Background: an optimization exercise with open tools, aiming at small area, a short achievable clock period and few clock cycles. Do not read the settings as production practice.
RTL that was checked went through simulation tests only; none was proved equivalent to the original.
No functional check of the RTL was part of runs 1 to 3.
Power is estimated from default activity; no workload was simulated.

==> config.mk <==
export PLATFORM = sky130hd
export DESIGN_NAME = infix_calc
export DESIGN_NICKNAME = infix_calc
export VERILOG_FILES = /design/flow/design.v
export SDC_FILE = /design/flow/constraint.sdc
export NUM_CORES = 4
export LEC_CHECK = 0
export CAP_MARGIN = 20
export CORE_MARGIN = 2
export CORE_UTILIZATION = 40
export SLEW_MARGIN = 20
==> constraint.sdc <==
create_clock -name core_clock -period 13.0 [get_ports {CLK}]
set_input_delay 2.6000 -clock core_clock [delete_from_list [all_inputs] [get_ports {CLK}]]
set_output_delay 2.6000 -clock core_clock [all_outputs]
set_load 0.01 [all_outputs]
==> design.v <==
module infix_calc
(
    input  wire       CLK,
    input  wire       RST,
    output reg        BUSY,
    input  wire [7:0] INPUT_SIGN,
    input  wire       SIGN_STB,
    input  wire [7:0] INPUT_NUMBER,
    input  wire       NUMBER_STB,
    output wire [7:0] OUT,
    output reg        OUT_STB
);
wire in_mul = ~INPUT_SIGN[0];
wire in_div = INPUT_SIGN[2] & INPUT_SIGN[1];
wire in_sub = ~INPUT_SIGN[1];
wire take_num = NUMBER_STB & ~SIGN_STB & ~BUSY;
wire take_op  = SIGN_STB & ~NUMBER_STB & ~BUSY;
wire take_end = SIGN_STB & NUMBER_STB & ~BUSY;
reg       r_num;     
reg       r_lo;      
reg       r_end;     
reg [7:0] r_val;     
reg       m_mul;     
reg       m_div;     
reg       n_sub;     
always @(posedge CLK) begin
    if (RST) begin
        r_num <= 1'b0;
        r_lo  <= 1'b0;
        r_end <= 1'b0;
        m_mul <= 1'b0;
        m_div <= 1'b0;
        BUSY  <= 1'b0;
    end else begin
        r_num <= take_num;
        r_lo  <= take_op & ~in_mul & ~in_div;
        r_end <= take_end;
        if (take_op | take_end) begin
            m_mul <= in_mul & take_op;
            m_div <= in_div & take_op;
        end
        BUSY  <= r_num & m_mul & take_op & (in_mul | in_div);
    end
    r_val <= INPUT_NUMBER ^ {8{m_div}};
    if (take_op & ~in_mul & ~in_div)
        n_sub <= in_sub;
end
reg  [7:0]    term;
reg           a_num;      
reg           a_mul;
reg           a_div;
reg  [7:0]    a_val;      
reg  [K1-1:0] a_rem;      
reg           b_num;      
reg  [K2-1:0] b_rem;      
localparam K1 = 4;
localparam K2 = 6;
wire [7:0] x1 = r_val;    
wire [0:0] dv0 = m_div & term[7];
wire [1:0] ds0 = {1'b0, dv0} + {1'b0, x1[0:0]} + {1'd0, m_div};
wire qd0 = ds0[1] & (x1[7:1] == {7{m_div}});    
wire dq0 = m_div ? qd0 : term[7];
wire [0:0] dr0 = dq0 ? ds0[0:0] : dv0;
wire [1:0] dv1 = {dr0, m_div & term[6]};
wire [2:0] ds1 = {1'b0, dv1} + {1'b0, x1[1:0]} + {2'd0, m_div};
wire qd1 = ds1[2] & (x1[7:2] == {6{m_div}});    
wire dq1 = m_div ? qd1 : term[6];
wire [1:0] dr1 = dq1 ? ds1[1:0] : dv1;
wire [2:0] dv2 = {dr1, m_div & term[5]};
wire [3:0] ds2 = {1'b0, dv2} + {1'b0, x1[2:0]} + {3'd0, m_div};
wire qd2 = ds2[3] & (x1[7:3] == {5{m_div}});    
wire dq2 = m_div ? qd2 : term[5];
wire [2:0] dr2 = dq2 ? ds2[2:0] : dv2;
wire [3:0] dv3 = {dr2, m_div & term[4]};
wire [4:0] ds3 = {1'b0, dv3} + {1'b0, x1[3:0]} + {4'd0, m_div};
wire qd3 = ds3[4] & (x1[7:4] == {4{m_div}});    
wire dq3 = m_div ? qd3 : term[4];
wire [3:0] dr3 = dq3 ? ds3[3:0] : dv3;
wire [4:0] dv4 = {a_rem, a_div & term[3]};
wire [5:0] ds4 = {1'b0, dv4} + {1'b0, a_val[4:0]} + {5'd0, a_div};
wire qd4 = ds4[5] & (a_val[7:5] == {3{a_div}});    
wire dq4 = a_div ? qd4 : term[3];
wire [4:0] dr4 = dq4 ? ds4[4:0] : dv4;
wire [5:0] dv5 = {dr4, a_div & term[2]};
wire [6:0] ds5 = {1'b0, dv5} + {1'b0, a_val[5:0]} + {6'd0, a_div};
wire qd5 = ds5[6] & (a_val[7:6] == {2{a_div}});    
wire dq5 = a_div ? qd5 : term[2];
wire [5:0] dr5 = dq5 ? ds5[5:0] : dv5;
wire [6:0] dv6 = {b_rem, a_div & term[1]};
wire [7:0] ds6 = {1'b0, dv6} + {1'b0, a_val[6:0]} + {7'd0, a_div};
wire qd6 = ds6[7] & (a_val[7:7] == {1{a_div}});    
wire dq6 = a_div ? qd6 : term[1];
wire [6:0] dr6 = dq6 ? ds6[6:0] : dv6;
wire [7:0] dv7 = {dr6, a_div & term[0]};
wire [8:0] ds7 = {1'b0, dv7} + {1'b0, a_val[7:0]} + {8'd0, a_div};
wire qd7 = ds7[8];    
wire dq7 = a_div ? qd7 : term[0];
wire [7:0] dr7 = dq7 ? ds7[7:0] : dv7;
wire [K1-1:0]    q1 = {qd0, qd1, qd2, qd3};
wire [K2-K1-1:0] q2 = {qd4, qd5};
wire [7-K2:0]    q3 = {qd6, qd7};
wire [7:0]       r3 = dr7;    
always @(posedge CLK) begin
    if (RST) begin
        a_num <= 1'b0;
        b_num <= 1'b0;
    end else begin
        a_num <= r_num;
        b_num <= a_num;
    end
    if (r_num) begin
        a_mul <= m_mul;
        a_div <= m_div;
        a_val <= r_val;
    end
    a_rem <= dr3;
    b_rem <= dr5;
    if (a_num & ~a_div & ~a_mul)
        term <= a_val;
    else if (b_num & a_mul)
        term <= r3;
    else begin
        if (r_num & m_div)
            term[7:8-K1] <= q1;
        if (a_num & a_div)
            term[7-K1:8-K2] <= q2;
        if (b_num & a_div)
            term[7-K2:0] <= q3;
    end
end
reg [7:0] sum;
reg       first;     
reg       sop_sub;   
reg       p_sub;     
reg       lo1, lo2, end1, end2;
wire [7:0] base  = first ? 8'd0 : sum;
wire [7:0] total = base + (term ^ {8{sop_sub}}) + {7'd0, sop_sub};
always @(posedge CLK) begin
    if (RST) begin
        lo1     <= 1'b0;
        lo2     <= 1'b0;
        end1    <= 1'b0;
        end2    <= 1'b0;
        first   <= 1'b1;
        sop_sub <= 1'b0;
        OUT_STB <= 1'b0;
    end else begin
        lo1     <= r_lo;
        lo2     <= lo1;
        end1    <= r_end;
        end2    <= end1;
        OUT_STB <= end2;
        if (lo2) begin
            first   <= 1'b0;
            sop_sub <= p_sub;
        end else if (end2) begin
            first   <= 1'b1;
            sop_sub <= 1'b0;
        end
    end
    if (lo1)
        p_sub <= n_sub;
    if (lo2 | end2)
        sum <= total;
end
assign OUT = sum;
endmodule
==> flow/run.sh <==
#!/bin/bash
# Standard ORFS layout at the design's clock and constraints, with a larger setup
# target for the timing repair and plain buffers on the ports (see params.sh).
set -euo pipefail
source flow/params.sh
bash standard.sh SETUP_SLACK_MARGIN=$SETUP_MARGIN "BUFFER_PORTS_ARGS=-buffer_cell $PORT_BUF" $EXTRA finish > make.log 2>&1
==> flow/params.sh <==
SETUP_MARGIN=9.3
EXTRA="ABC_AREA=1"
PORT_BUF=sky130_fd_sc_hd__buf_2
==> standard.sh <==
#!/bin/bash
# synth_recipe.tcl (not shown) runs the flow's synth.tcl, then flattens the netlist and writes it again
# the make line also repeats each setting of config.mk as NAME=value (left out here)
make -C /OpenROAD-flow-scripts/flow DESIGN_CONFIG=/design/flow/config.mk WORK_HOME=/design/flow/orfs CLKGATE_MAP_FILE= SYNTH_SCRIPT=/design/flow/synth_recipe.tcl "${@:-finish}"
==> out/qor.yml, run 1 <==
timing:
  timing.setup.tns_ps: 0
  worstMarginPinSlew_ps: 627
  max_freq_mhz: 245
  slew_headroom: 0.577
  hold_viol_final: 0
  rsz0062_at_grt: "yes"
  finalCritPeriodShare: 0.314
  fin_skew_ps: 8.26
  setup_slack_ps: 8910
  min_period_ps: 4090
  drv_slew: 0
  setup_violations: 0
worst_hold_path:
  hold_end: "lo1$_SDFF_PP0_"
  hp-start: "r_lo$_SDFF_PP0_"
  hold_depth: 2
  hold_path_class: "reg2reg"
floorplanning:
  rows: 38
  coreArea_sq_mm: 0.0109
  die_w_um: 110
  die_area_sq_mm: 0.0122
  ios: 30
  initial_core_util: 0.415
  dieHeight_um: 110
worst_setup_path:
  path_common_cell: "nand2_2"
  worstSetupPathType: "reg2reg"
  required_ps: 13220
  slowest_delay_ps: 430
  r2r-end: "a_rem[3]$_DFF_P_"
  worstSetupStartpointType: "register"
  crit_path_top_delay_cell: "edfxtp_1"
  reg2reg_from: "term[7]$_DFFE_PP_"
  critical_path_arrival_ps: 4310
  cp-end-kind: "register"
  crit_fanout: 5
  ff2ff_path_depth: 32
  reg2reg_slack_ps: 8910
placement:
  io_buffers: 24
  dpl.hpwl_um: 7570
  place_ws_ps: 8440
  gp_congestion: 0.854
yosys:
  syn_avg_cell_area_sq_um: 7.82
  ys_seq_elements: 61
  synth_cells: 580
  synth_fp_nets: 649
  synth.yosys.seq_area_share: 0.331
  mappedNetlistArea_sq_mm: 0.00453
  synthDistinctLibCells: 42
  yosysWarnings: 1
layout:
  nNetsFinal: 721
  drive_gt1_frac: 0.259
  area.growth.synth_to_final_pct: 28.1
  n_antenna_cell: 0
  fill_cells: 1040
global_routing:
  grt_max_degree: 14
  grt_pass1_wl_um: 17800
  grt-ovfl-total: 0
  grt_pass1_vias: 3794
  antenna_found_initial: 0
  grt_usage: 0.179
routing:
  viasPerCell: 4.98
  dr.pass1.iters: 4
  drc: 0
  drt-initial-drc-count: 165
  antenna_left: 0
  drt_wl_total_um: 11000
  num_vias: 3966
  wl_per_cell_um: 13.8
clocking:
  root_buffer: "clkbuf_16"
  numCtsBuffers: 9
  tritoncts: "yes"
  clk_pin_slew_ps: 60
  htreeDepth: 3
  cts_sinks: 61
  clk_path_buf_depth: 2
  clock_latency_ps: 330
  cts_hold_repair.buffers: 0
power:
  ir_drop_mv: 0.0687
  finalPower_uw: 648
  powerDensity_mw_per_mm2: 112
  power_leakage_uw: 0.00278
run:
  cap_violations: 0
status:
  status: "no timing/DRC/antenna violations"
==> synth_stat cells, drive strengths merged <==
| cell type | instances | share of area |
|---|---|---|
| a22oi | 1 | 0.0017 |
| buf | 7 | 0.012 |
| a31oi | 2 | 0.0028 |
| and2 | 2 | 0.0033 |
| a21oi | 29 | 0.033 |
| a21o | 2 | 0.0033 |
| o211ai | 4 | 0.0066 |
| edfxtp | 28 | 0.19 |
| o21ai | 37 | 0.045 |
| clkinv | 1 | 0.00083 |
| inv | 88 | 0.073 |
| nand3 | 43 | 0.051 |
| a21boi | 1 | 0.0025 |
| o22ai | 2 | 0.0028 |
| nand3b | 3 | 0.0050 |
| o21a | 1 | 0.0017 |
| ha | 34 | 0.094 |
| nand4 | 5 | 0.0069 |
| or2 | 4 | 0.0055 |
| xnor2 | 12 | 0.023 |
| o21bai | 2 | 0.0033 |
| nand2 | 155 | 0.13 |
| nor3 | 3 | 0.0044 |
| clkbuf | 2 | 0.0017 |
| dfxtp | 33 | 0.15 |
| fa | 15 | 0.066 |
| nor2 | 37 | 0.032 |
| xor2 | 27 | 0.052 |
==> final cells by class <==
type	count	area, sq um	area share
Multi-Input combinational cell	422	2990	0.515
Sequential cell	61	1510	0.260
Timing Repair Buffer	69	465	0.0802
Inverter	89	348	0.0599
Clock buffer	12	279	0.0481
Tap cell	140	175	0.0302
Clock inverter	4	35.0	0.00603
==> stage by stage <==
stage                     hold slack (ps)  area (sq um)  utilization  std cells
after floorplan                       388          4620            -        580
after global routing                  420          5810        0.531        797
final                                 402          5810        0.531        797
after detailed placement              395          4840        0.443        735
after CTS                             404          5510        0.504        779
after global placement                390          4840        0.443        735
==> report_power, final <==
part	total, uW	switching (uW)	internal [uW]
sequential	222	10.5	211
combinational	182	101	81.4
clock	244	90.3	154
==> placed cells by master (no fill, tap or decap), drive strengths merged <==
master      n
clkbuf     12
clkinv      4
nand3b      3
o21a        1
clkinvlp    1
ha         34
a31oi       2
nor3        3
a21boi      1
a21oi      29
buf        69
o211ai      4
dfxtp      33
inv        88
fa         15
o21ai      37
nand3      43
xor2       27
nand2     156
edfxtp     28
or2         4
and2        2
nand4       5
o21bai      2
nor2       37
o22ai       2
a22oi       1
a21o        2
xnor2      12
==> timing repair <==
item,in CTS,in global routing
pin swaps,31,25
setup endpoints to repair,18,18
gates resized for setup,34,37
cloned,0,1
buffers inserted,28,17
==> worst max-delay path, delay by kind of cell, from the launching register on <==
kind,cells,cell delay [ps]
flip-flops,1,430
adder cells (fa/ha/maj),3,840
buffers and inverters,4,410
AND/OR/NAND/NOR,21,1720
AO/OA/AOI/OAI,4,560
==> worst max path at each step <==
stage / cells after the start / slack, ps / to / start
floorplan: 34 / 9190 / a_rem[1]$_DFF_P_ / m_div$_SDFFE_PP0P_
global placement: 33 / 8490 / a_rem[3]$_DFF_P_ / m_div$_SDFFE_PP0P_
detailed placement: 34 / 8440 / a_rem[3]$_DFF_P_ / m_div$_SDFFE_PP0P_
CTS: 33 / 8980 / a_rem[2]$_DFF_P_ / term[7]$_DFFE_PP_
global route: 33 / 8690 / a_rem[2]$_DFF_P_ / m_div$_SDFFE_PP0P_
finish: 32 / 8910 / a_rem[3]$_DFF_P_ / term[7]$_DFFE_PP_
==> registers in the layout (all words and copies together) (netlist names), 4 cells and up <==
name   cells
r_val      8
term       8
sum        8
b_rem      6
a_val      8
a_rem      4
==> kinds of logic after synthesis <==
kind of cell             after synthesis  share of synthesized area
AND/OR/NAND/NOR                      252                      0.243
buffers and inverters                 98                     0.0878
AO/OA/AOI/OAI                         81                      0.102
flip-flops                            61                      0.331
adder cells (fa/ha/maj)               49                      0.160
XOR/XNOR                              39                     0.0754
==> metal layers <==
| layer | wire length (um) | global-route usage | up-vias |
|---|---|---|---|
| met5 | 0 | 0 | - |
| met2 | 5530 | 0.299 | 66 |
| met4 | 259 | 0.0658 | 0 |
| met1 | 4900 | 0.231 | 1852 |
| li1 | - | - | 2027 |
| met3 | 309 | 0.0335 | 21 |
==> run 2, diff against run 1 <==
==> flow/params.sh (replaced) <==
SETUP_MARGIN=10.0
EXTRA="ABC_AREA=1"
PORT_BUF=sky130_fd_sc_hd__buf_2
==> run 2 against run 1 <==
Effect of this change: sequential share of layout area shrank 3.2 points; synthesized cell count stayed put; setup slack got worse by 47 ps; register-to-register slack got worse by 50 ps; highest routed layer unchanged; die area is the same; flip-flop and latch count unchanged; via count up 5.1%; still clean; fmax fell by 1.1%; area after synthesis stayed put; critical endpoint is now a_rem[1]$_DFF_P_.
==> out/qor.yml, run 2 <==
worst_setup_path:
  slowest_delay_ps: 470  # +40 ps
  worstSetupStartpointType: "register"
  critical_path_depth: 33  # +3.1%
  worstSetupPathType: "reg2reg"
  path_common_cell: "nand2_2"
  ff2ff_path_depth: 33  # +3.1%
  cp-end-kind: "register"
  crit_path_top_delay_cell: "edfxtp_1"
  crit_fanout: 5  # unchanged
  critPathTopFamily: "simple AND/OR/NAND/NOR gates"
  critical_path_arrival_ps: 4360  # +50 ps
  required_ps: 13230  # about the same
  cp_num_buf_inv: 6  # +2
global_routing:
  grt_max_degree: 14  # unchanged
  grt_usage: 0.196  # +0.0169
  antenna_found_initial: 0  # unchanged
  grt_pass1_vias: 4113  # +8.4%
  grt-ovfl-total: 0  # unchanged
  grt_pass1_wl_um: 19400  # +9.4%
yosys:
  synth.yosys.seq_area_share: 0.331  # unchanged
  synth_cells: 580  # unchanged
  synth.most_common_cell: "nand2_1"
  synthFlopType: "dfxtp_1"
  async_flop_share: 0  # unchanged
  synthDistinctLibCells: 42  # unchanged
  synth_top_area_share: 0.185  # unchanged
  synthTopCellsByCount: "nand2_1, inv_1, nand3_1, nor2_1, ha_1"
  mappedNetlistArea_sq_mm: 0.00453  # unchanged
  synth_edf_count: 28  # unchanged
  yosysWarnings: 1  # unchanged
  syn_avg_cell_area_sq_um: 7.82  # unchanged
  synthTopCellsByArea: "edfxtp_1, dfxtp_1, nand2_1"
  ys_seq_elements: 61  # unchanged
  synth_fp_nets: 649  # unchanged
  synth_largest_area_cell: "edfxtp_1"
timing:
  worstMarginPinSlew_ps: 591  # -35.9 ps
  fin_skew_ps: 8.40  # +0.146 ps
  timing.setup.tns_ps: 0  # unchanged
  max_freq_mhz: 242  # -1.1%
  finalCritPeriodShare: 0.318  # +0.00365
  min_period_ps: 4130  # +47.4 ps
  slew_headroom: 0.602  # +0.0242
  hold_ws_ps: 405  # +3.62 ps
  hold_viol_final: 0  # unchanged
  drv_slew: 0  # unchanged
  rsz0062_at_grt: "yes"
  setup_slack_ps: 8870  # -47.4 ps
  setup_violations: 0  # unchanged
clocking:
  cts_sinks: 61  # unchanged
  tritoncts: "yes"
  clk_path_buf_depth: 2  # unchanged
  numCtsBuffers: 9  # unchanged
  clock_latency_ps: 330  # about the same
  cts_hold_repair.buffers: 0  # unchanged
  root_buffer: "clkbuf_16"
  clk_pin_slew_ps: 60  # about the same
  htreeDepth: 3  # unchanged
power:
  powerDensity_mw_per_mm2: 106  # -4.9%
  power_leakage_uw: 0.00303  # +9.0%
  finalPower_uw: 704  # +8.6%
  ir_drop_mv: 0.0748  # +8.9%
routing:
  num_vias: 4168  # +5.1%
  wl_per_cell_um: 14.6  # +5.6%
  dr.pass1.iters: 4  # unchanged
  viasPerCell: 5.02  # +0.79%
  antenna_left: 0  # unchanged
  drt_wl_total_um: 12100  # +10%
  drc: 0  # unchanged
  drt-initial-drc-count: 148  # -10%
floorplanning:
  initial_core_util: 0.415  # unchanged
  rows: 38  # unchanged
  ios: 30  # unchanged
  coreArea_sq_mm: 0.0109  # unchanged
  dieHeight_um: 110  # unchanged
  die_area_sq_mm: 0.0122  # unchanged
  die_w_um: 110  # unchanged
layout:
  mostFrequentLayoutCells: "nand2_1, inv_1, buf_4, nor2_1, edfxtp_1"
  nNetsFinal: 755  # +4.7%
  finalNonFillerCells: 831  # +4.3%
  final_common_cell: "nand2_1"
  n_antenna_cell: 0  # unchanged
  fill_cells: 945  # -9.1%
  drive_gt1_frac: 0.408  # +0.149
  area.growth.synth_to_final_pct: 46.3
placement:
  gp_congestion: 0.842  # -1.3%
  place_ws_ps: 8390  # -50.3 ps
  dpl.hpwl_um: 7770  # +2.6%
  io_buffers: 24  # unchanged
  post-place-cells: 735  # unchanged
worst_hold_path:
  hold_path_class: "reg2reg"
  hold_depth: 2  # unchanged
run:
  cap_violations: 0  # unchanged
status:
  status: "no timing/DRC/antenna violations"
[run 2: cell counts after synthesis]
No cell type changed its count.
[run 2: final timing paths]
| path | startpoint | endpoint | slack, ps |
|---|---|---|---|
| worst min-delay path | end1$_SDFF_PP0_ | end2$_SDFF_PP0_ | 410 |
| worst max-delay path | term[7]$_DFFE_PP_ | a_rem[1]$_DFF_P_ | 8870 |
| worst min register to register | end1$_SDFF_PP0_ | end2$_SDFF_PP0_ | 410 |
| worst max register to register | term[7]$_DFFE_PP_ | a_rem[1]$_DFF_P_ | 8870 |
[run 2: kinds of logic (layout without fill, tap and decap cells)]
kind of cell             count (synthesis)  after routing  synth area share
adder cells (fa/ha/maj)                 49             49             0.160
flip-flops                              61             61             0.331
AND/OR/NAND/NOR                        252            254             0.243
buffers and inverters                   98            207            0.0878
XOR/XNOR                                39             39            0.0754
AO/OA/AOI/OAI                           81             81             0.102
[run 2: layout make-up]
cell class	count	area, sq um	share of cell area
clock inverters	5	41.3	0.00623
well taps	140	175	0.0264
repair buffers	102	762	0.115
clock buffers	11	254	0.0383
multi-input cells	423	3520	0.531
flip-flops and latches	61	1520	0.229
inverters	89	362	0.0545
[run 2: per-stage QoR]
| step | cell area (sq um) | utilization |
|---|---|---|
| after floorplan | 4750 | - |
| after detailed placement | 4960 | 0.454 |
| after global placement | 4960 | 0.454 |
| after global routing | 6630 | 0.606 |
| after CTS | 6110 | 0.559 |
| final | 6630 | 0.606 |
[run 2: what timing repair did]
action / in CTS / in global routing
gates resized for setup: 101 / 76
cloned: 2 / 0
setup buffers: 57 / 21
pin swaps: 69 / 71
endpoints found under the setup margin: 29 / 29
[run 2: per-layer routing]
layer	track usage	part of all wire	vias up
li1	-	-	2088
met1	0.243	0.41	1971
met2	0.331	0.51	85
met3	0.0472	0.061	24
met4	0.0692	0.022	0
met5	0	0	-
[run 2: worst register-to-register path, delay by kind of cell (launching register included)]
kind | cells | cell delay, ps
AOI/OAI and AO/OA | 6 | 860
buffers and inverters | 6 | 620
DFF | 1 | 470
and+or+nand+nor | 18 | 1460
adders and majority gates | 3 | 610
[run 2: where the power goes]
group	internal (uW)	switching [uW]	total, uW
Combinational	117	133	250
Clock	142	88.6	230
Sequential	211	12.3	223
==> run 3, diff against run 2 <==
==> flow/params.sh (replaced) <==
SETUP_MARGIN=9.6
EXTRA="ABC_AREA=1"
PORT_BUF=sky130_fd_sc_hd__buf_2
==> run 3 against run 2 <==
Effect of this change: fmax rose by 0.12%; critical path depth did not move; power fell by 5.3%; cell count rose by 0.48%; critical endpoint is now term[4]$_DFFE_PP_.
==> out/qor.yml, run 3 <==
yosys:
  ys_seq_elements: 61  # unchanged
  synth_cells: 580  # unchanged
  synth_fp_nets: 649  # unchanged
  synth_edf_count: 28  # unchanged
  synth_largest_area_cell: "edfxtp_1"
  mappedNetlistArea_sq_mm: 0.00453  # unchanged
  synthFlopType: "dfxtp_1"
  async_flop_share: 0  # unchanged
  synthTopCellsByArea: "edfxtp_1, dfxtp_1, nand2_1"
  synthTopCellsByCount: "nand2_1, inv_1, nand3_1, nor2_1, ha_1"
  synth.most_common_cell: "nand2_1"
  syn_avg_cell_area_sq_um: 7.82  # unchanged
  yosysWarnings: 1  # unchanged
  synthDistinctLibCells: 42  # unchanged
  synth.yosys.seq_area_share: 0.331  # unchanged
  synth_top_area_share: 0.185  # unchanged
floorplanning:
  rows: 38  # unchanged
  die_area_sq_mm: 0.0122  # unchanged
  die_w_um: 110  # unchanged
  initial_core_util: 0.415  # unchanged
  ios: 30  # unchanged
  dieHeight_um: 110  # unchanged
  coreArea_sq_mm: 0.0109  # unchanged
timing:
  hold_viol_final: 0  # unchanged
  worstMarginPinSlew_ps: 602  # +10.9 ps
  hold_ws_ps: 401  # -3.97 ps
  finalCritPeriodShare: 0.318  # -0.000395
  setup_violations: 0  # unchanged
  drv_slew: 0  # unchanged
  max_freq_mhz: 242  # +0.12%
  slew_headroom: 0.596  # -0.00532
  rsz0062_at_grt: "yes"
  fin_skew_ps: 5.95  # -2.45 ps
  min_period_ps: 4130  # -5.13 ps
  timing.setup.tns_ps: 0  # unchanged
layout:
  final_common_cell: "nand2_1"
  n_antenna_cell: 0  # unchanged
  area.growth.synth_to_final_pct: 40.2
  mostFrequentLayoutCells: "nand2_1, inv_1, buf_4, nor2_1, nand2_2"
  nNetsFinal: 759  # +0.53%
  drive_gt1_frac: 0.381  # -0.0268
clocking:
  cts_hold_repair.buffers: 0  # unchanged
  clock_latency_ps: 320  # about the same
  tritoncts: "yes"
  numCtsBuffers: 9  # unchanged
  clk_path_buf_depth: 2  # unchanged
  root_buffer: "clkbuf_16"
  htreeDepth: 3  # unchanged
  cts_sinks: 61  # unchanged
  clk_pin_slew_ps: 60  # about the same
global_routing:
  grt_pass1_vias: 3994  # -2.9%
  grt_max_degree: 14  # unchanged
  antenna_found_initial: 0  # unchanged
  grt-ovfl-total: 0  # unchanged
  grt_usage: 0.183  # -0.0129
  grt_pass1_wl_um: 18200  # -6.2%
placement:
  io_buffers: 24  # unchanged
  dpl.hpwl_um: 7490  # -3.6%
  gp_congestion: 0.837  # -0.66%
routing:
  drt-initial-drc-count: 192  # +30%
  drt_wl_total_um: 11600  # -4.5%
  viasPerCell: 5.02  # about the same
  dr.pass1.iters: 5  # +1
  antenna_left: 0  # unchanged
  wl_per_cell_um: 13.9  # -4.9%
  drc: 0  # unchanged
  num_vias: 4192  # +0.58%
worst_setup_path:
  slowest_delay_ps: 370  # -100 ps
  ff2ff_path_depth: 33  # unchanged
  path_common_cell: "buf_4"
  critical_path_arrival_ps: 4200  # -160 ps
  worstSetupStartpointType: "register"
  worstSetupEndpoint: "term[4]$_DFFE_PP_"
  reg2reg_from: "m_div$_SDFFE_PP0P_"
  cp-end-kind: "register"
  required_ps: 13070  # -160 ps
  worstSetupStartpoint: "m_div$_SDFFE_PP0P_"
  r2r-end: "term[4]$_DFFE_PP_"
  reg2reg_slack_ps: 8870  # about the same
  worstSetupPathType: "reg2reg"
  crit_path_top_delay_cell: "dfxtp_4"
  crit_fanout: 6  # +1
power:
  ir_drop_mv: 0.0918  # +23%
  power_leakage_uw: 0.00301  # -0.80%
  powerDensity_mw_per_mm2: 105  # -1.2%
run:
  cap_violations: 0  # unchanged
status:
  status: "no timing/DRC/antenna violations"
worst_hold_path:
  hold_path_class: "reg2reg"
-- run 3: layer usage --
layer  track usage  wire length, um
met5             0                0
met4        0.0675              276
met3        0.0450              667
met2         0.307             5690
met1         0.228             4930
-- run 3: report_power, final --
group / internal, uW / switching (uW)
clock network: 132 / 94.9
registers: 211 / 11.3
logic: 101 / 116
-- run 3: critical path, delay by kind of cell (launching register included) --
family / cells / cell delay (ps)
compound gates: 4 / 400
fa+ha+maj: 2 / 490
buf+inv: 12 / 1380
flops: 1 / 370
simple gates: 15 / 1260
-- run 3: layout make-up --
| type | instances | area [sq um] |
|---|---|---|
| clock buffers | 9 | 225 |
| clock inverters | 7 | 55.1 |
| fillers | 969 | 4580 |
| inverters | 89 | 347 |
| multi-input cells | 422 | 3240 |
| flip-flops and latches | 61 | 1510 |
| well taps | 140 | 175 |
| repair buffers | 107 | 800 |
-- run 3: cell families (layout without fill, tap and decap cells) --
logic type	after synthesis	after routing	share of synthesized area
and+or+nand+nor	252	253	0.243
xor gates and xnor gates	39	39	0.0754
AOI/OAI and AO/OA	81	81	0.102
buffers and inverters	98	212	0.0878
DFF	61	61	0.331
adders and majority gates	49	49	0.160
-- run 3: worst min-delay path by stage --
stage                startpoint         endpoint  slack, ps  depth (start not counted)
6_report        r_lo$_SDFF_PP0_   lo1$_SDFF_PP0_        400                          2
5_1_grt         r_lo$_SDFF_PP0_   lo1$_SDFF_PP0_        420                          2
4_1_cts         r_lo$_SDFF_PP0_   lo1$_SDFF_PP0_        400                          2
2_1_floorplan  r_end$_SDFF_PP0_  end1$_SDFF_PP0_        390                          2
3_3_place_gp    end1$_SDFF_PP0_  end2$_SDFF_PP0_        390                          2
3_5_place_dp    r_lo$_SDFF_PP0_   lo1$_SDFF_PP0_        400                          2
-- run 3: per-stage QoR --
stage | cells | util | total power [uW] | cell area, sq um | setup slack (ps)
floorplan | 580 | - | 342 | 4640 | 9190
global placement | 735 | 0.444 | 366 | 4860 | 8480
detailed placement | 735 | 0.444 | 370 | 4860 | 8420
CTS | 805 | 0.527 | 626 | 5760 | 8880
global route | 835 | 0.581 | 706 | 6350 | 8660
finish | 835 | 0.581 | 666 | 6350 | 8870
-- run 3: what timing repair did --
item / in CTS / in global routing
gates resized for setup: 55 / 92
setup buffers: 53 / 30
pin swaps: 47 / 59
setup endpoints to repair: 27 / 27
gates cloned: 1 / 0
==> run 4, diff against run 3 <==
--- a/design.v
+++ b/design.v
@@ -41,7 +41,7 @@
         end
         BUSY  <= r_num & m_mul & take_op & (in_mul | in_div);
     end
-    r_val <= INPUT_NUMBER ^ {8{m_div}};
+    r_val <= INPUT_NUMBER;
     if (take_op & ~in_mul & ~in_div)
         n_sub <= in_sub;
 end
@@ -51,11 +51,12 @@
 reg           a_div;
 reg  [7:0]    a_val;      
 reg  [K1-1:0] a_rem;      
-reg           b_num;      
+reg           b_div;      
+reg           b_mul;      
 reg  [K2-1:0] b_rem;      
 localparam K1 = 4;
 localparam K2 = 6;
-wire [7:0] x1 = r_val;    
+wire [7:0] x1 = r_val ^ {8{m_div}};    
 wire [0:0] dv0 = m_div & term[7];
 wire [1:0] ds0 = {1'b0, dv0} + {1'b0, x1[0:0]} + {1'd0, m_div};
 wire qd0 = ds0[1] & (x1[7:1] == {7{m_div}});    
@@ -103,28 +104,30 @@
 always @(posedge CLK) begin
     if (RST) begin
         a_num <= 1'b0;
-        b_num <= 1'b0;
+        b_div <= 1'b0;
+        b_mul <= 1'b0;
     end else begin
         a_num <= r_num;
-        b_num <= a_num;
+        b_div <= a_num & a_div;
+        b_mul <= a_num & a_mul;
     end
     if (r_num) begin
         a_mul <= m_mul;
         a_div <= m_div;
-        a_val <= r_val;
+        a_val <= x1;
     end
     a_rem <= dr3;
     b_rem <= dr5;
     if (a_num & ~a_div & ~a_mul)
         term <= a_val;
-    else if (b_num & a_mul)
+    else if (b_mul)
         term <= r3;
     else begin
         if (r_num & m_div)
             term[7:8-K1] <= q1;
         if (a_num & a_div)
             term[7-K1:8-K2] <= q2;
-        if (b_num & a_div)
+        if (b_div)
             term[7-K2:0] <= q3;
     end
 end
==> flow/run.sh (replaced) <==
#!/bin/bash
# Standard ORFS layout at the design's clock and constraints, with a larger setup
# target for the timing repair (see params.sh).
set -euo pipefail
source flow/params.sh
bash standard.sh SETUP_SLACK_MARGIN=$SETUP_MARGIN $EXTRA finish > make.log 2>&1
==> flow/params.sh (replaced) <==
SETUP_MARGIN=9.5
EXTRA="ABC_AREA=1"
==> run 4 against run 3 <==
Effect of this change: final area fell by 3.8%; fmax increased by 11%; die area shrank 1.8%; via count decreased by 2.9%; synthesized cell count down 1.6%; critical path depth shrank 4; flip-flop and latch count is 1 higher; clock skew grew 3.5 ps; global-route usage grew 0.49 points; largest cell class unchanged; clock power down 14%.
==> out/qor.yml, run 4 <==
routing:
  drt-initial-drc-count: 229  # +19%
  viasPerCell: 4.97  # -1.1%
  drt_wl_total_um: 11300  # -2.3%
  dr.pass1.iters: 4  # -1
  num_vias: 4072  # -2.9%
  wl_per_cell_um: 13.8  # -0.54%
  antenna_left: 0  # unchanged
  drc: 0  # unchanged
clocking:
  htreeDepth: 3  # unchanged
  tritoncts: "yes"
  numCtsBuffers: 9  # unchanged
  root_buffer: "clkbuf_8"
  clock_latency_ps: 350  # +30 ps
  clk_pin_slew_ps: 70  # about the same
  clk_path_buf_depth: 2  # unchanged
  cts_sinks: 62  # +1.6%
worst_setup_path:
  reg2reg_slack_ps: 9290  # +420 ps
  cp-end-kind: "register"
  reg2reg_from: "r_val[7]$_DFF_P_"
  r2r-end: "a_rem[2]$_DFF_P_"
  slowest_delay_ps: 430  # +60 ps
  critical_path_arrival_ps: 3940  # -260 ps
  worstSetupStartpointType: "register"
  critPathTopFamily: "simple AND/OR/NAND/NOR gates"
  crit_path_top_delay_cell: "fa_2"
  ff2ff_path_depth: 29  # -12%
  worstSetupPathType: "reg2reg"
  worstSetupStartpoint: "r_val[7]$_DFF_P_"
  crit_fanout: 4  # -2
  path_common_cell: "nand2_2"
  critical_path_depth: 29  # -12%
  cp_num_buf_inv: 5  # -7
  required_ps: 13230  # +160 ps
  worstSetupEndpoint: "a_rem[2]$_DFF_P_"
floorplanning:
  initial_core_util: 0.410  # -0.00421
  coreArea_sq_mm: 0.0108  # -0.87%
  ios: 30  # unchanged
  rows: 38  # unchanged
  die_area_sq_mm: 0.0120  # -1.8%
  die_w_um: 109  # -0.91%
  dieHeight_um: 109  # -0.91%
yosys:
  synth.yosys.seq_area_share: 0.342  # +0.0108
  synth.most_common_cell: "nand2_1"
  synthTopCellsByCount: "nand2_1, inv_1, nor2_1, nand3_1, dfxtp_1"
  synth_cells: 571  # -1.6%
  async_flop_share: 0  # unchanged
  synthDistinctLibCells: 39  # -7.1%
  synth_largest_area_cell: "edfxtp_1"
  mappedNetlistArea_sq_mm: 0.00445  # -1.9%
  synth_edf_count: 28  # unchanged
  syn_avg_cell_area_sq_um: 7.79  # -0.33%
  synth_top_area_share: 0.189  # +0.00355
  synthFlopType: "dfxtp_1"
  synth_fp_nets: 636  # -2.0%
  synthTopCellsByArea: "edfxtp_1, dfxtp_1, nand2_1"
  yosysWarnings: 1  # unchanged
  ys_seq_elements: 62  # +1.6%
layout:
  area.growth.synth_to_final_pct: 37.4
  finalNonFillerCells: 820  # -1.8%
  n_antenna_cell: 0  # unchanged
  mostFrequentLayoutCells: "nand2_1, inv_1, buf_4, nand2_2"
  fill_cells: 976  # +0.72%
  final_common_cell: "nand2_1"
  nNetsFinal: 740  # -2.5%
  drive_gt1_frac: 0.344  # -0.0372
global_routing:
  grt_usage: 0.188  # +0.00488
  grt_pass1_vias: 3796  # -5.0%
  grt_max_degree: 16  # +2
  grt_pass1_wl_um: 17300  # -5.0%
  antenna_found_initial: 0  # unchanged
  grt-ovfl-total: 0  # unchanged
timing:
  drv_slew: 0  # unchanged
  min_period_ps: 3710  # -422 ps
  worstMarginPinSlew_ps: 566  # -36.6 ps
  max_freq_mhz: 270  # +11%
  setup_violations: 0  # unchanged
  timing.setup.tns_ps: 0  # unchanged
  slew_headroom: 0.619  # +0.0226
  rsz0062_at_grt: "yes"
  hold_viol_final: 0  # unchanged
  fin_skew_ps: 9.41  # +3.46 ps
  finalCritPeriodShare: 0.285  # -0.0324
placement:
  io_buffers: 24  # unchanged
  dpl.hpwl_um: 7540  # +0.66%
  post-place-cells: 727  # -1.1%
  gp_congestion: 0.889  # +6.2%
power:
  powerDensity_mw_per_mm2: 94.2  # -10%
  ir_drop_mv: 0.0710  # -23%
  power_leakage_uw: 0.00290  # -3.5%
run:
  cap_violations: 0  # unchanged
status:
  status: "no timing/DRC/antenna violations"
worst_hold_path:
  hold_path_class: "reg2reg"
run 4: worst reg2reg max path: cells and delay by family, from the launching register on:
kind | cells | cell delay (ps)
AO/OA/AOI/OAI | 2 | 360
adder cells (fa/ha/maj) | 3 | 1090
buffers and inverters | 5 | 310
flip-flops | 1 | 350
AND/OR/NAND/NOR | 19 | 1490
run 4: worst min-delay path by stage:
stage,from,endpoint,cells after the start
2_1_floorplan,r_end$_SDFF_PP0_,end1$_SDFF_PP0_,2
3_3_place_gp,r_lo$_SDFF_PP0_,lo1$_SDFF_PP0_,2
3_5_place_dp,r_lo$_SDFF_PP0_,lo1$_SDFF_PP0_,2
4_1_cts,end1$_SDFF_PP0_,end2$_SDFF_PP0_,2
5_1_grt,r_end$_SDFF_PP0_,end1$_SDFF_PP0_,2
6_report,r_end$_SDFF_PP0_,end1$_SDFF_PP0_,2
run 4: through the flow:
stage / utilization / setup WS (ps) / total power [uW] / cell area, sq um / hold WS [ps]
after global placement: 0.448 / 8520 / 332 / 4860 / 388
after floorplan: - / 9510 / 309 / 4500 / 388
after detailed placement: 0.448 / 8420 / 336 / 4860 / 396
after global routing: 0.564 / 9070 / 609 / 6110 / 423
final: 0.564 / 9290 / 576 / 6110 / 407
after CTS: 0.506 / 9450 / 548 / 5480 / 410
run 4: routing by layer:
layer,track usage,vias up,wire (um)
li1,-,2063,-
met1,0.229,1911,4730
met2,0.325,71,5780
met3,0.0326,27,425
met4,0.0796,0,368
met5,0,-,0
run 4: layout make-up:
class                   instances  area, sq um  area share
clock buffers                   9          124      0.0203
clock inverters                 7          104      0.0170
inverters                      92          359      0.0587
multi-input cells             411         3020       0.494
flip-flops and latches         62         1540       0.252
well taps                     140          175      0.0287
repair buffers                 99          793       0.130
run 4: cell families (layout without fill, tap and decap cells):
group / after synthesis / in the layout / share of synthesized area
simple gates: 243 / 245 / 0.233
buf+inv: 100 / 207 / 0.0903
compound gates: 82 / 82 / 0.111
flops: 62 / 62 / 0.342
fa+ha+maj: 45 / 45 / 0.147
xor+xnor: 38 / 38 / 0.0748
mux: 1 / 1 / 0.00225
run 4: where the power goes:
| part | switching (uW) | total (uW) | internal [uW] |
|---|---|---|---|
| clock network | 85.2 | 196 | 111 |
| logic | 85.8 | 160 | 74.4 |
| registers | 7.79 | 220 | 212 |
| total | 179 | 576 | 397 |
run 4: what timing repair did:
item,CTS,global route
hold buffers,0,0
gates cloned,1,1
endpoints found under the setup margin,29,30
pin swaps,25,58
buffers inserted,40,35
resized for setup,84,101
Testbench counts of run 4, summed over its fixed seeds: cycles 14,680.
==> run 5, diff against run 4 <==
==> flow/params.sh (replaced) <==
SETUP_MARGIN=9.0
EXTRA="ABC_AREA=1"
==> run 5 against run 4 <==
Effect of this change: still clean on timing, DRC and antenna; global-route usage fell by 1.5 points; core utilization fell by 7.4 points; non-clock buffer count fell by 55; cell count fell by 7.0%.
==> out/qor.yml, run 5 <==
floorplanning:
  rows: 38  # unchanged
  die_w_um: 109  # unchanged
  ios: 30  # unchanged
  die_area_sq_mm: 0.0120  # unchanged
  dieHeight_um: 109  # unchanged
  initial_core_util: 0.410  # unchanged
  coreArea_sq_mm: 0.0108  # unchanged
power:
  power_leakage_uw: 0.00253  # -13%
  powerDensity_mw_per_mm2: 99.8  # +5.9%
  ir_drop_mv: 0.0632  # -11%
yosys:
  synth_fp_nets: 636  # unchanged
  synth_top_area_share: 0.189  # unchanged
  synth_largest_area_cell: "edfxtp_1"
  ys_seq_elements: 62  # unchanged
  synthFlopType: "dfxtp_1"
  synth_cells: 571  # unchanged
  synthDistinctLibCells: 39  # unchanged
  async_flop_share: 0  # unchanged
  mappedNetlistArea_sq_mm: 0.00445  # unchanged
  synthTopCellsByArea: "edfxtp_1, dfxtp_1, nand2_1"
  yosysWarnings: 1  # unchanged
  synth.yosys.seq_area_share: 0.342  # unchanged
  synth_edf_count: 28  # unchanged
  synthTopCellsByCount: "nand2_1, inv_1, nor2_1, nand3_1, dfxtp_1"
  synth.most_common_cell: "nand2_1"
  syn_avg_cell_area_sq_um: 7.79  # unchanged
worst_setup_path:
  required_ps: 10400  # -2830 ps
  reg2reg_slack_ps: 9260  # -30 ps
  worstSetupStartpointType: "register"
  crit_chain: "clkdlybuf4s50_1"
  critPathTopFamily: "buffers and inverters"
  crit_fanout: 4  # unchanged
  worstSetupPathType: "reg2out"
  crit_path_top_delay_cell: "clkdlybuf4s50_1"
  critical_path_arrival_ps: 1320  # -2620 ps
  cp-end-kind: "primary output"
  cp_num_buf_inv: 1  # -4
  slowest_delay_ps: 560  # +130 ps
clocking:
  numCtsBuffers: 9  # unchanged
  clk_pin_slew_ps: 70  # about the same
  clk_path_buf_depth: 2  # unchanged
  htreeDepth: 3  # unchanged
  root_buffer: "clkbuf_8"
  cts_sinks: 62  # unchanged
  clock_latency_ps: 340  # about the same
  tritoncts: "yes"
routing:
  antenna_left: 0  # unchanged
  drt_wl_total_um: 9740  # -14%
  drc: 0  # unchanged
  num_vias: 3720  # -8.6%
  viasPerCell: 4.88  # -1.8%
  dr.pass1.iters: 4  # unchanged
  wl_per_cell_um: 12.8  # -7.3%
  drt-initial-drc-count: 249  # +8.7%
global_routing:
  grt_usage: 0.172  # -0.0153
  antenna_found_initial: 0  # unchanged
  grt_max_degree: 18  # +2
  grt-ovfl-total: 0  # unchanged
  grt_pass1_wl_um: 16000  # -7.6%
  grt_pass1_vias: 3514  # -7.4%
timing:
  finalCritPeriodShare: 0.301  # +0.0160
  max_freq_mhz: 255  # -5.3%
  setup_violations: 0  # unchanged
  hold_ws_ps: 404  # -3.26 ps
  min_period_ps: 3920  # +208 ps
  drv_slew: 0  # unchanged
  fin_skew_ps: 10.7  # +1.26 ps
  hold_viol_final: 0  # unchanged
  timing.setup.tns_ps: 0  # unchanged
  worstMarginPinSlew_ps: 554  # -11.4 ps
  slew_headroom: 0.627  # +0.00771
  rsz0062_at_grt: "no"
layout:
  nNetsFinal: 683  # -7.7%
  drive_gt1_frac: 0.149  # -0.195
  final_common_cell: "nand2_1"
  finalNonFillerCells: 763  # -7.0%
  mostFrequentLayoutCells: "nand2_1, inv_1, nor2_1, nand3_1, ha_1"
  finalInstanceArea_sq_mm: 0.00531  # -13%
  utilization: 0.490  # -0.0741
  area.growth.synth_to_final_pct: 19.4
  n_antenna_cell: 0  # unchanged
placement:
  post_dp_cell_area_sq_mm: 0.00481  # -0.95%
  gp_congestion: 0.865  # -2.6%
  dpl.hpwl_um: 7370  # -2.1%
  post-place-cells: 727  # unchanged
  io_buffers: 24  # unchanged
status:
  status: "no timing/DRC/antenna violations"
worst_hold_path:
  hold_path_class: "reg2reg"
run:
  cap_violations: 0  # unchanged
run 5: cell count changes in the layout (fill, tap and decap cells not counted), moves of 11 or more:
cell             delta
buf_4              -46
clkdlybuf4s50_1    +11
inv_1              +11
nand2_1            +25
nand2_2            -16
o21ai_0            +11
run 5: layout make-up:
type	instances	area, sq um
Sequential cell	62	1530
Fill cell	1067	5530
Multi-Input combinational cell	409	2620
Clock buffer	14	226
Clock inverter	2	13.8
Tap cell	140	175
Timing Repair Buffer	44	390
Inverter	92	350
run 5: per-stage QoR:
stage,total power (uW),setup slack [ps]
floorplan,307,9240
global route,561,8940
finish,530,9080
global placement,330,8330
CTS,527,9020
detailed placement,334,8240
run 5: timing repair:
action | 4_1_cts | 5_1_grt
hold buffers | 0 | 0
endpoints found under the setup margin | 5 | 18
buffers inserted | 5 | 15
pin swaps | 2 | 13
gates cloned | 0 | 0
gates resized for setup | 8 | 25
endpoints found under the hold margin | 0 | 0
run 5: routing by layer:
layer  GRT usage  share of wire  vias up
li1            -              -     1942
met4      0.0579          0.020        0
met2       0.306           0.50       74
met5           0              0        -
met1       0.212           0.44     1688
met3      0.0279          0.042       16
run 5: path summary, 6_finish.rpt:
| kind | startpoint | endpoint | cells after the start |
|---|---|---|---|
| worst max-delay path | sum[0]$_DFFE_PP_ | OUT[0] | 1 |
| worst min-delay path | r_end$_SDFF_PP0_ | end1$_SDFF_PP0_ | 2 |
| worst max register to register | m_div$_SDFFE_PP0P_ | a_rem[1]$_DFF_P_ | 28 |
| worst min register to register | r_end$_SDFF_PP0_ | end1$_SDFF_PP0_ | 2 |
run 5: where the power goes:
part	switching [uW]	leakage, uW	total (uW)	internal (uW)
clock	77.5	0.000121	192	115
combinational	66.8	0.00187	117	50.3
sequential	8.00	0.000541	220	212
run 5: cells by family after synthesis:
kind of cell	after synthesis	synth area share
buf+inv	100	0.0903
fa+ha+maj	45	0.147
compound gates	82	0.111
mux	1	0.00225
simple gates	243	0.233
xor+xnor	38	0.0748
flops	62	0.342
==> run 6, diff against run 5 <==
==> flow/params.sh (replaced) <==
SETUP_MARGIN=9.3
EXTRA="ABC_AREA=1"
==> run 6 against run 5 <==
Effect of this change: critical path type unchanged; die area is the same; first-iteration DRC count shrank 19%; count of clock-buffer cells in the layout shrank 5; critical endpoint is now OUT[5]; synthesized cell count is the same; flip-flop and latch count is the same; critical path depth is the same; fmax grew 7.5%; largest power group unchanged; largest cell class unchanged; clock skew grew 2.2 ps; sequential power is essentially flat.
==> out/qor.yml, run 6 <==
status:
  status: "no timing/DRC/antenna violations"
yosys:
  synthTopCellsByCount: "nand2_1, inv_1, nor2_1, nand3_1, dfxtp_1"
  synth_largest_area_cell: "edfxtp_1"
  mappedNetlistArea_sq_mm: 0.00445  # unchanged
  synthTopCellsByArea: "edfxtp_1, dfxtp_1, nand2_1"
  synth_fp_nets: 636  # unchanged
  synth.most_common_cell: "nand2_1"
  synth_top_area_share: 0.189  # unchanged
  synth_edf_count: 28  # unchanged
  ys_seq_elements: 62  # unchanged
  synthDistinctLibCells: 39  # unchanged
  syn_avg_cell_area_sq_um: 7.79  # unchanged
  synth_cells: 571  # unchanged
  async_flop_share: 0  # unchanged
  yosysWarnings: 1  # unchanged
  synth.yosys.seq_area_share: 0.342  # unchanged
  synthFlopType: "dfxtp_1"
global_routing:
  use_met2: 0.313  # +0.00705
  grt-ovfl-total: 0  # unchanged
  grt_pass1_wl_um: 16700  # +4.4%
  grt_pass1_vias: 3700  # +5.3%
  grtUsageMet3: 0.0249  # -0.00296
  antenna_found_initial: 0  # unchanged
  grt.busiest_layer: "met2"
  grt_usage: 0.180  # +0.00726
  grt_max_degree: 16  # -2
  globalRouteMet1Util: 0.225  # +0.0133
routing:
  drt-initial-drc-count: 202  # -19%
  wl_per_cell_um: 13.5  # +6.0%
  antenna_left: 0  # unchanged
  dr.pass1.iters: 4  # unchanged
  drt_wl_total_um: 10700  # +9.7%
  viasPerCell: 4.89  # +0.21%
  drc: 0  # unchanged
  num_vias: 3855  # +3.6%
power:
  power_leakage_uw: 0.00267  # +5.4%
  ir_drop_mv: 0.0618  # -2.2%
  finalPower_uw: 522  # -1.5%
  powerDensity_mw_per_mm2: 92.2  # -7.6%
clocking:
  clock_latency_ps: 350  # about the same
  cts_sinks: 62  # unchanged
  clk_pin_slew_ps: 80  # about the same
  clk_path_buf_depth: 2  # unchanged
  htreeDepth: 3  # unchanged
  root_buffer: "clkbuf_8"
  numCtsBuffers: 9  # unchanged
  tritoncts: "yes"
layout:
  final_common_cell: "nand2_1"
  n_antenna_cell: 0  # unchanged
  fill_cells: 1036  # -2.9%
  nNetsFinal: 709  # +3.8%
  mostFrequentLayoutCells: "nand2_1, inv_1, buf_4, nor2_1"
  drive_gt1_frac: 0.250  # +0.100
  finalNonFillerCells: 789  # +3.4%
  area.growth.synth_to_final_pct: 27.3
floorplanning:
  coreArea_sq_mm: 0.0108  # unchanged
  rows: 38  # unchanged
  dieHeight_um: 109  # unchanged
  die_area_sq_mm: 0.0120  # unchanged
  ios: 30  # unchanged
  initial_core_util: 0.410  # unchanged
  die_w_um: 109  # unchanged
timing:
  drv_slew: 0  # unchanged
  fin_skew_ps: 12.9  # +2.20 ps
  slew_headroom: 0.630  # +0.00290
  finalCritPeriodShare: 0.280  # -0.0211
  max_freq_mhz: 275  # +7.5%
  setup_violations: 0  # unchanged
  hold_viol_final: 0  # unchanged
  rsz0062_at_grt: "yes"
  timing.setup.tns_ps: 0  # unchanged
  min_period_ps: 3640  # -275 ps
  worstMarginPinSlew_ps: 550  # -4.31 ps
worst_setup_path:
  ff2ff_path_depth: 28  # unchanged
  required_ps: 10400  # about the same
  critical_path_arrival_ps: 1040  # -280 ps
  critical_path_depth: 1  # unchanged
  crit_chain: "dlygate4sd2_1"
  worstSetupStartpointType: "register"
  cp-end-kind: "primary output"
  crit_path_top_delay_cell: "edfxtp_1"
  crit_fanout: 2  # -2
  critPathTopFamily: "flip-flops"
  cp_num_buf_inv: 1  # unchanged
  slowest_delay_ps: 400  # -160 ps
  worstSetupPathType: "reg2out"
placement:
  io_buffers: 24  # unchanged
  post-place-cells: 727  # unchanged
  gp_congestion: 0.865  # about the same
  dpl.hpwl_um: 7630  # +3.4%
worst_hold_path:
  hold_depth: 2  # unchanged
  hold_path_class: "reg2reg"
run:
  cap_violations: 0  # unchanged
## run 6: kinds of logic after synthesis
logic type / Yosys count / synth area share
fa+ha+maj: 45 / 0.147
compound gates: 82 / 0.111
simple gates: 243 / 0.233
mux: 1 / 0.00225
xor+xnor: 38 / 0.0748
buf+inv: 100 / 0.0903
flops: 62 / 0.342
## run 6: area by class of cell
| type | instances | area [sq um] | area share |
|---|---|---|---|
| multi-input cells | 409 | 2820 | 0.498 |
| repair buffers | 70 | 589 | 0.104 |
| inverters | 92 | 354 | 0.0625 |
| clock buffers | 9 | 124 | 0.0219 |
| well taps | 140 | 175 | 0.0309 |
| flip-flops and latches | 62 | 1540 | 0.271 |
| clock inverters | 7 | 62.6 | 0.0110 |
## run 6: what timing repair did
| item | in CTS | in global routing |
|---|---|---|
| hold buffers | 0 | 0 |
| resized for setup | 28 | 77 |
| setup endpoints to repair | 28 | 20 |
| buffers inserted | 14 | 32 |
| pin swaps | 6 | 38 |
## run 6: worst paths after layout
check                        start               end  slack, ps
setup / recovery  sum[5]$_DFFE_PP_            OUT[5]       9360
setup reg to reg  r_val[4]$_DFF_P_  a_rem[0]$_DFF_P_       9420
hold reg to reg   r_end$_SDFF_PP0_   end1$_SDFF_PP0_        410
hold / removal    r_end$_SDFF_PP0_   end1$_SDFF_PP0_        410
## run 6: per-stage QoR
stage               utilization  setup slack, ps  hold slack, ps  cell area [sq um]
floorplan                     -             9300             388               4460
global placement          0.445             8430             389               4820
detailed placement        0.445             8310             398               4820
CTS                       0.476             9300             411               5150
global route              0.523             9170             424               5660
finish                    0.523             9360             407               5660
## run 6: power breakdown
| part | internal (uW) | switching [uW] | total, uW |
|---|---|---|---|
| combinational | 63.6 | 76.2 | 140 |
| clock | 73.5 | 88.4 | 162 |
| sequential | 212 | 8.10 | 220 |
## run 6: layer usage
metal,vias to the layer above,part of all wire
met3,10,0.030
met4,0,0.014
li1,1999,-
met1,1785,0.44
met5,-,0
met2,61,0.51
==> run 7, diff against run 6 <==
==> flow/run.sh (replaced) <==
#!/bin/bash
# Standard ORFS layout at the design's clock and constraints, with a larger setup
# target for the timing repair and clock tree options (see params.sh).
set -euo pipefail
source flow/params.sh
bash standard.sh SETUP_SLACK_MARGIN=$SETUP_MARGIN "CTS_ARGS=$CTS" $EXTRA finish > make.log 2>&1
==> flow/params.sh (replaced) <==
SETUP_MARGIN=9.3
EXTRA="ABC_AREA=1"
CTS="-sink_clustering_enable -repair_clock_nets -dont_use_dummy_load -sink_clustering_size 64 -sink_clustering_max_diameter 300 -sink_clustering_levels 1"
==> run 7 against run 6 <==
Effect of this change: highest routed layer unchanged; critical endpoint is now OUT[0]; final area shrank 1.1%; flip-flop and latch count is the same; core utilization shrank 0.58 points; still clean; largest power group unchanged; critical path depth is the same.
==> out/qor.yml, run 7 <==
clocking:
  clk_path_buf_depth: 2  # unchanged
  numCtsBuffers: 9  # unchanged
  cts_hold_repair.buffers: 0  # unchanged
  clock_latency_ps: 350  # about the same
  clk_pin_slew_ps: 80  # about the same
  root_buffer: "clkbuf_8"
  tritoncts: "yes"
  htreeDepth: 3  # unchanged
  cts_sinks: 62  # unchanged
worst_setup_path:
  worstSetupStartpointType: "register"
  crit_fanout: 2  # unchanged
  ff2ff_path_depth: 28  # unchanged
  critical_path_arrival_ps: 1060  # +20 ps
  critical_path_depth: 1  # unchanged
  required_ps: 10400  # about the same
  reg2reg_from: "r_val[4]$_DFF_P_"
  worstSetupEndpoint: "OUT[0]"
  crit_chain: "dlygate4sd2_1"
  worstSetupStartpoint: "sum[0]$_DFFE_PP_"
  critPathTopFamily: "flip-flops"
  slowest_delay_ps: 420  # +20 ps
  crit_path_top_delay_cell: "edfxtp_1"
  r2r-end: "a_rem[0]$_DFF_P_"
  cp-end-kind: "primary output"
  worstSetupPathType: "reg2out"
  cp_num_buf_inv: 1  # unchanged
  reg2reg_slack_ps: 9410  # about the same
yosys:
  ys_seq_elements: 62  # unchanged
  synth.most_common_cell: "nand2_1"
  yosysWarnings: 1  # unchanged
  mappedNetlistArea_sq_mm: 0.00445  # unchanged
  async_flop_share: 0  # unchanged
  synth_cells: 571  # unchanged
  synth_compound_area_frac: 0.111  # unchanged
  syn_avg_cell_area_sq_um: 7.79  # unchanged
  synth.area.mux_share: 0.00225  # unchanged
  synth.yosys.seq_area_share: 0.342  # unchanged
  synth-adder-area-share: 0.147  # unchanged
  synthFlopType: "dfxtp_1"
  synth_top_area_share: 0.189  # unchanged
  yosys.area_share.simple: 0.233  # unchanged
  synth_top_family_by_area: "simple AND/OR/NAND/NOR gates"
  synthXorXnorAreaFrac: 0.0748  # unchanged
  synth_fp_nets: 636  # unchanged
  synthTopCellsByArea: "edfxtp_1, dfxtp_1, nand2_1"
  synth_edf_count: 28  # unchanged
  synthTopCellsByCount: "nand2_1, inv_1, nor2_1, nand3_1, dfxtp_1"
  synth_largest_area_cell: "edfxtp_1"
  synthDistinctLibCells: 39  # unchanged
worst_hold_path:
  hold_path_class: "reg2reg"
power:
  powerDensity_mw_per_mm2: 87.1  # -5.5%
  swShare: 0.306  # -0.0249
  power_leakage_uw: 0.00264  # -1.1%
  clock_power_share: 0.259  # -0.051
  power.switching_uw: 149  # -14%
  pwr-share-comb: 0.289  # +0.021
  p_int_uw: 338  # -3.1%
  pwr-share-seq: 0.453  # +0.031
  ir_drop_mv: 0.0612  # -1.0%
layout:
  n_antenna_cell: 0  # unchanged
  nNetsFinal: 709  # unchanged
  mostFrequentLayoutCells: "nand2_1, inv_1, buf_4, nor2_1, nand3_1"
  finalNonFillerCells: 782  # -0.89%
  area.growth.synth_to_final_pct: 25.9
  drive_gt1_frac: 0.241  # -0.00818
  final_common_cell: "nand2_1"
placement:
  place_ws_ps: 8310  # unchanged
  post-place-cells: 727  # unchanged
  dpl.hpwl_um: 7630  # unchanged
  gp_congestion: 0.865  # unchanged
  io_buffers: 24  # unchanged
floorplanning:
  dieHeight_um: 109  # unchanged
  rows: 38  # unchanged
  die_area_sq_mm: 0.0120  # unchanged
  ios: 30  # unchanged
  initial_core_util: 0.410  # unchanged
  coreArea_sq_mm: 0.0108  # unchanged
  die_w_um: 109  # unchanged
timing:
  worstMarginPinSlew_ps: 579  # +28.7 ps
  fin_skew_ps: 33.7  # +20.8 ps
  max_freq_mhz: 273  # -0.62%
  slew_headroom: 0.613  # -0.0166
  min_period_ps: 3660  # +22.6 ps
  hold_viol_final: 0  # unchanged
  hold_ws_ps: 406  # -0.933 ps
  finalCritPeriodShare: 0.282  # +0.00174
  timing.setup.tns_ps: 0  # unchanged
  rsz0062_at_grt: "yes"
  drv_slew: 0  # unchanged
  setup_slack_ps: 9340  # -22.6 ps
  setup_violations: 0  # unchanged
run:
  cap_violations: 0  # unchanged
routing:
  num_vias: 3857  # +0.052%
  top_layer_used: "met4"
  dr.pass1.iters: 4  # unchanged
  wl_met2_um: 5340  # -2.3%
  drt_wl_total_um: 10600  # -0.77%
  wl_per_cell_um: 13.6  # +0.12%
  drt-initial-drc-count: 178  # -12%
  wl_met3_um: 291  # -9.3%
  drc: 0  # unchanged
  viasPerCell: 4.93  # +0.95%
  antenna_left: 0  # unchanged
  wl_met1_um: 4720  # -0.48%
global_routing:
  grt_usage: 0.179  # -0.00100
  grt_pass1_wl_um: 16600  # -0.78%
  antenna_found_initial: 0  # unchanged
  grt-ovfl-total: 0  # unchanged
  grt_pass1_vias: 3692  # -0.22%
  grt_max_degree: 16  # unchanged
status:
  status: "no timing/DRC/antenna violations"
==> run 7: worst min path at each step <==
| stage | startpoint | end | slack [ps] | cells past startpoint |
|---|---|---|---|---|
| 2_1_floorplan | r_end$_SDFF_PP0_ | end1$_SDFF_PP0_ | 390 | 2 |
| 3_3_place_gp | r_lo$_SDFF_PP0_ | lo1$_SDFF_PP0_ | 390 | 2 |
| 3_5_place_dp | r_end$_SDFF_PP0_ | end1$_SDFF_PP0_ | 400 | 2 |
| 4_1_cts | r_end$_SDFF_PP0_ | end1$_SDFF_PP0_ | 410 | 2 |
| 5_1_grt | r_end$_SDFF_PP0_ | end1$_SDFF_PP0_ | 420 | 2 |
| 6_report | r_end$_SDFF_PP0_ | end1$_SDFF_PP0_ | 410 | 2 |
==> run 7: power groups by stage <==
stage | clock (uW) | combinational (uW) | sequential (uW)
final | 126 | 141 | 221
after global routing | 137 | 159 | 222
after CTS | 130 | 114 | 221
after detailed placement | 0 | 109 | 225
after global placement | 0 | 106 | 225
after floorplan | 0 | 86.4 | 221
==> run 7: timing repair <==
item / 4_1_cts / 5_1_grt
gates resized for setup: 31 / 74
pin swaps: 6 / 41
endpoints found under the setup margin: 28 / 19
buffers inserted: 13 / 33
cloned: 0 / 0
==> run 7: routing by layer <==
layer / track usage / vias up
met3: 0.0273 / 21
met5: 0 / -
met4: 0.0660 / 0
li1: - / 1986
met2: 0.311 / 62
met1: 0.223 / 1788
==> run 7: cell type report <==
cell class | count | area (sq um)
sequential | 62 | 1540
clock buffer | 9 | 124
multi-input combinational | 409 | 2820
inverter | 92 | 354
timing repair buffer | 70 | 592
fill | 1053 | 5240
tap | 140 | 175
==> run 7: kinds of logic after synthesis <==
group                      count (synthesis)
and+or+nand+nor                          243
DFF                                       62
buffers and inverters                    100
adders and majority gates                 45
muxes                                      1
AOI/OAI and AO/OA                         82
xor gates and xnor gates                  38
==> run 7: metrics by stage <==
step	area, sq um	power, uW	utilization
after floorplan	4460	308	-
after global placement	4820	331	0.445
after detailed placement	4820	334	0.445
after CTS	5090	464	0.470
after global routing	5600	518	0.517
final	5600	488	0.517
==> run 8, diff against run 7 <==
==> flow/params.sh (replaced) <==
SETUP_MARGIN=9.3
EXTRA="ABC_AREA=1 CAP_MARGIN=5 SLEW_MARGIN=5"
CTS="-sink_clustering_enable -repair_clock_nets -dont_use_dummy_load"
==> run 8 against run 7 <==
Effect of this change: register-to-register slack about the same; still clean on timing, DRC and antenna; synthesized cell count unchanged; sequential share of layout area did not move; final area unchanged; flip-flop and latch count stayed put; die area did not move; sequential power about the same; critical endpoint unchanged; core utilization unchanged; clock power about the same.
==> out/qor.yml, run 8 <==
worst_setup_path:
  critical_path_arrival_ps: 1060  # about the same
  critPathTopFamily: "flip-flops"
  worstSetupStartpointType: "register"
  slowest_delay_ps: 420  # about the same
  cp_num_buf_inv: 1  # unchanged
  cp-end-kind: "primary output"
  required_ps: 10400  # about the same
  crit_fanout: 2  # unchanged
  crit_path_top_delay_cell: "edfxtp_1"
  crit_chain: "dlygate4sd2_1"
  worstSetupPathType: "reg2out"
yosys:
  synthDistinctLibCells: 39  # unchanged
  ys_seq_elements: 62  # unchanged
  synth_edf_count: 28  # unchanged
  synth_cells: 571  # unchanged
  synth_top_area_share: 0.189  # unchanged
  synth.yosys.seq_area_share: 0.342  # unchanged
  syn_avg_cell_area_sq_um: 7.79  # unchanged
  synth.most_common_cell: "nand2_1"
  synthFlopType: "dfxtp_1"
  synth_fp_nets: 636  # unchanged
  yosysWarnings: 1  # unchanged
  synth_largest_area_cell: "edfxtp_1"
  mappedNetlistArea_sq_mm: 0.00445  # unchanged
  synthTopCellsByCount: "nand2_1, inv_1, nor2_1, nand3_1, dfxtp_1"
  async_flop_share: 0  # unchanged
  synthTopCellsByArea: "edfxtp_1, dfxtp_1, nand2_1"
layout:
  mostFrequentLayoutCells: "nand2_1, inv_1, buf_4, nor2_1, nand3_1"
  finalNonFillerCells: 782  # unchanged
  area.growth.synth_to_final_pct: 25.9  # unchanged
  final_common_cell: "nand2_1"
  n_antenna_cell: 0  # unchanged
  nNetsFinal: 709  # unchanged
  drive_gt1_frac: 0.241  # unchanged
global_routing:
  grt_usage: 0.179  # unchanged
  grt_pass1_vias: 3692  # unchanged
  antenna_found_initial: 0  # unchanged
  grt_pass1_wl_um: 16600  # unchanged
  grt-ovfl-total: 0  # unchanged
  grt_max_degree: 16  # unchanged
clocking:
  htreeDepth: 3  # unchanged
  cts_sinks: 62  # unchanged
  clk_path_buf_depth: 2  # unchanged
  root_buffer: "clkbuf_8"
  numCtsBuffers: 9  # unchanged
  tritoncts: "yes"
  clock_latency_ps: 350  # about the same
  clk_pin_slew_ps: 80  # about the same
timing:
  max_freq_mhz: 273  # unchanged
  min_period_ps: 3660  # unchanged
  hold_ws_ps: 406  # unchanged
  drv_slew: 0  # unchanged
  finalCritPeriodShare: 0.282  # unchanged
  fin_skew_ps: 33.7  # unchanged
  setup_slack_ps: 9340  # unchanged
  hold_viol_final: 0  # unchanged
  worstMarginPinSlew_ps: 579  # unchanged
  slew_headroom: 0.613  # unchanged
  rsz0062_at_grt: "yes"
  setup_violations: 0  # unchanged
  timing.setup.tns_ps: 0  # unchanged
placement:
  dpl.hpwl_um: 7630  # unchanged
  gp_congestion: 0.865  # unchanged
  place_ws_ps: 8310  # unchanged
  io_buffers: 24  # unchanged
  post-place-cells: 727  # unchanged
routing:
  num_vias: 3857  # unchanged
  dr.pass1.iters: 4  # unchanged
  drc: 0  # unchanged
  antenna_left: 0  # unchanged
  drt-initial-drc-count: 178  # unchanged
  wl_per_cell_um: 13.6  # unchanged
  drt_wl_total_um: 10600  # unchanged
  viasPerCell: 4.93  # unchanged
worst_hold_path:
  hold_path_class: "reg2reg"
floorplanning:
  die_area_sq_mm: 0.0120  # unchanged
  die_w_um: 109  # unchanged
  ios: 30  # unchanged
  coreArea_sq_mm: 0.0108  # unchanged
  rows: 38  # unchanged
  initial_core_util: 0.410  # unchanged
  dieHeight_um: 109  # unchanged
power:
  power_leakage_uw: 0.00264  # unchanged
  ir_drop_mv: 0.0612  # unchanged
  finalPower_uw: 488  # unchanged
  powerDensity_mw_per_mm2: 87.1  # unchanged
status:
  status: "no timing/DRC/antenna violations"
run:
  cap_violations: 0  # unchanged
[run 8: cell counts in the layout (fill, tap and decap cells not counted)]
No cell type changed its count.
[run 8: logic make-up (layout without fill, tap and decap cells)]
logic type,count (synthesis),in the layout,share of synthesized area
buf+inv,100,171,0.0903
xor+xnor,38,38,0.0748
fa+ha+maj,45,45,0.147
simple gates,243,243,0.233
compound gates,82,82,0.111
flops,62,62,0.342
mux,1,1,0.00225
[run 8: worst paths after layout]
| check | startpoint | to | slack (ps) | cells past startpoint |
|---|---|---|---|---|
| setup / recovery | sum[0]$_DFFE_PP_ | OUT[0] | 9340 | 1 |
| hold / removal | r_end$_SDFF_PP0_ | end1$_SDFF_PP0_ | 410 | 2 |
| setup reg to reg | r_val[4]$_DFF_P_ | a_rem[0]$_DFF_P_ | 9410 | 28 |
| hold reg to reg | r_end$_SDFF_PP0_ | end1$_SDFF_PP0_ | 410 | 2 |
[run 8: metal layers]
metal	up-vias	routed length, um	GRT usage
met2	62	5340	0.311
met1	1788	4720	0.223
li1	1986	-	-
met5	-	0	0
met4	0	246	0.0660
met3	21	291	0.0273
[run 8: where the power goes]
part / internal (uW) / switching [uW]
Combinational: 64.5 / 76.3
Clock: 61.4 / 64.7
Sequential: 213 / 8.18
Total: 338 / 149
[run 8: layout make-up]
type	instances	area, sq um
flip-flops and latches	62	1540
inverters	92	354
fillers	1053	5240
repair buffers	70	592
multi-input cells	409	2820
clock buffers	9	124
well taps	140	175
[run 8: what timing repair did]
| item | 4_1_cts | 5_1_grt |
|---|---|---|
| resized for setup | 31 | 74 |
| setup buffers | 13 | 33 |
| endpoints found under the setup margin | 28 | 19 |
| hold buffers | 0 | 0 |
| pin swaps | 6 | 41 |
[run 8: stage by stage]
step                cell area [sq um]   util
global route                     5600  0.517
floorplan                        4460      -
detailed placement               4820  0.445
global placement                 4820  0.445
finish                           5600  0.517
CTS                              5090  0.470

## what the ideal ports hide
No port has a modelled driver above. Below, the same layouts with a new extraction and two added sets of constraints.
Step 1 (the two cells are an assumption about what drives the block):
set clk [get_ports {CLK}]
set_driving_cell -lib_cell sky130_fd_sc_hd__clkbuf_16 $clk
set_driving_cell -lib_cell sky130_fd_sc_hd__buf_2 [delete_from_list [all_inputs] $clk]
Step 2 times the ports against the registers' clock, not the clock port: input delays grow and output delays shrink by t, the midpoint of the rising clock arrivals with the driver on.
Three values: ideal, step 1, step 2; two values: the first two.
| run | t (ns) | slack for setup (ns) | worst hold slack (ns) |
|---|---|---|---|
| run 1 | 0.363 | 8.913 / 8.913 / 8.913 | 0.402 / 0.402 / 0.402 |
| run 2 | 0.363 | 8.865 / 8.865 / 8.865 | 0.405 / 0.405 / 0.405 |
| run 3 | 0.361 | 8.870 / 8.870 / 8.870 | 0.401 / 0.401 / 0.401 |
| run 4 | 0.376 | 9.292 / 9.292 / 9.154 | 0.407 / 0.407 / 0.407 |
| run 5 | 0.358 | 9.084 / 9.056 / 9.009 | 0.404 / 0.404 / 0.404 |
| run 6 | 0.368 | 9.358 / 9.329 / 9.084 | 0.407 / 0.407 / 0.407 |
| run 7 | 0.359 | 9.336 / 9.306 / 9.096 | 0.406 / 0.406 / 0.406 |
| run 8 | 0.359 | 9.336 / 9.306 / 9.096 | 0.406 / 0.406 / 0.406 |
After both steps setup and hold are still met in every run listed. For run 6, which loses most, drivers alone change the setup slack by -0.029 ns; drivers and shift together by -0.274 ns.
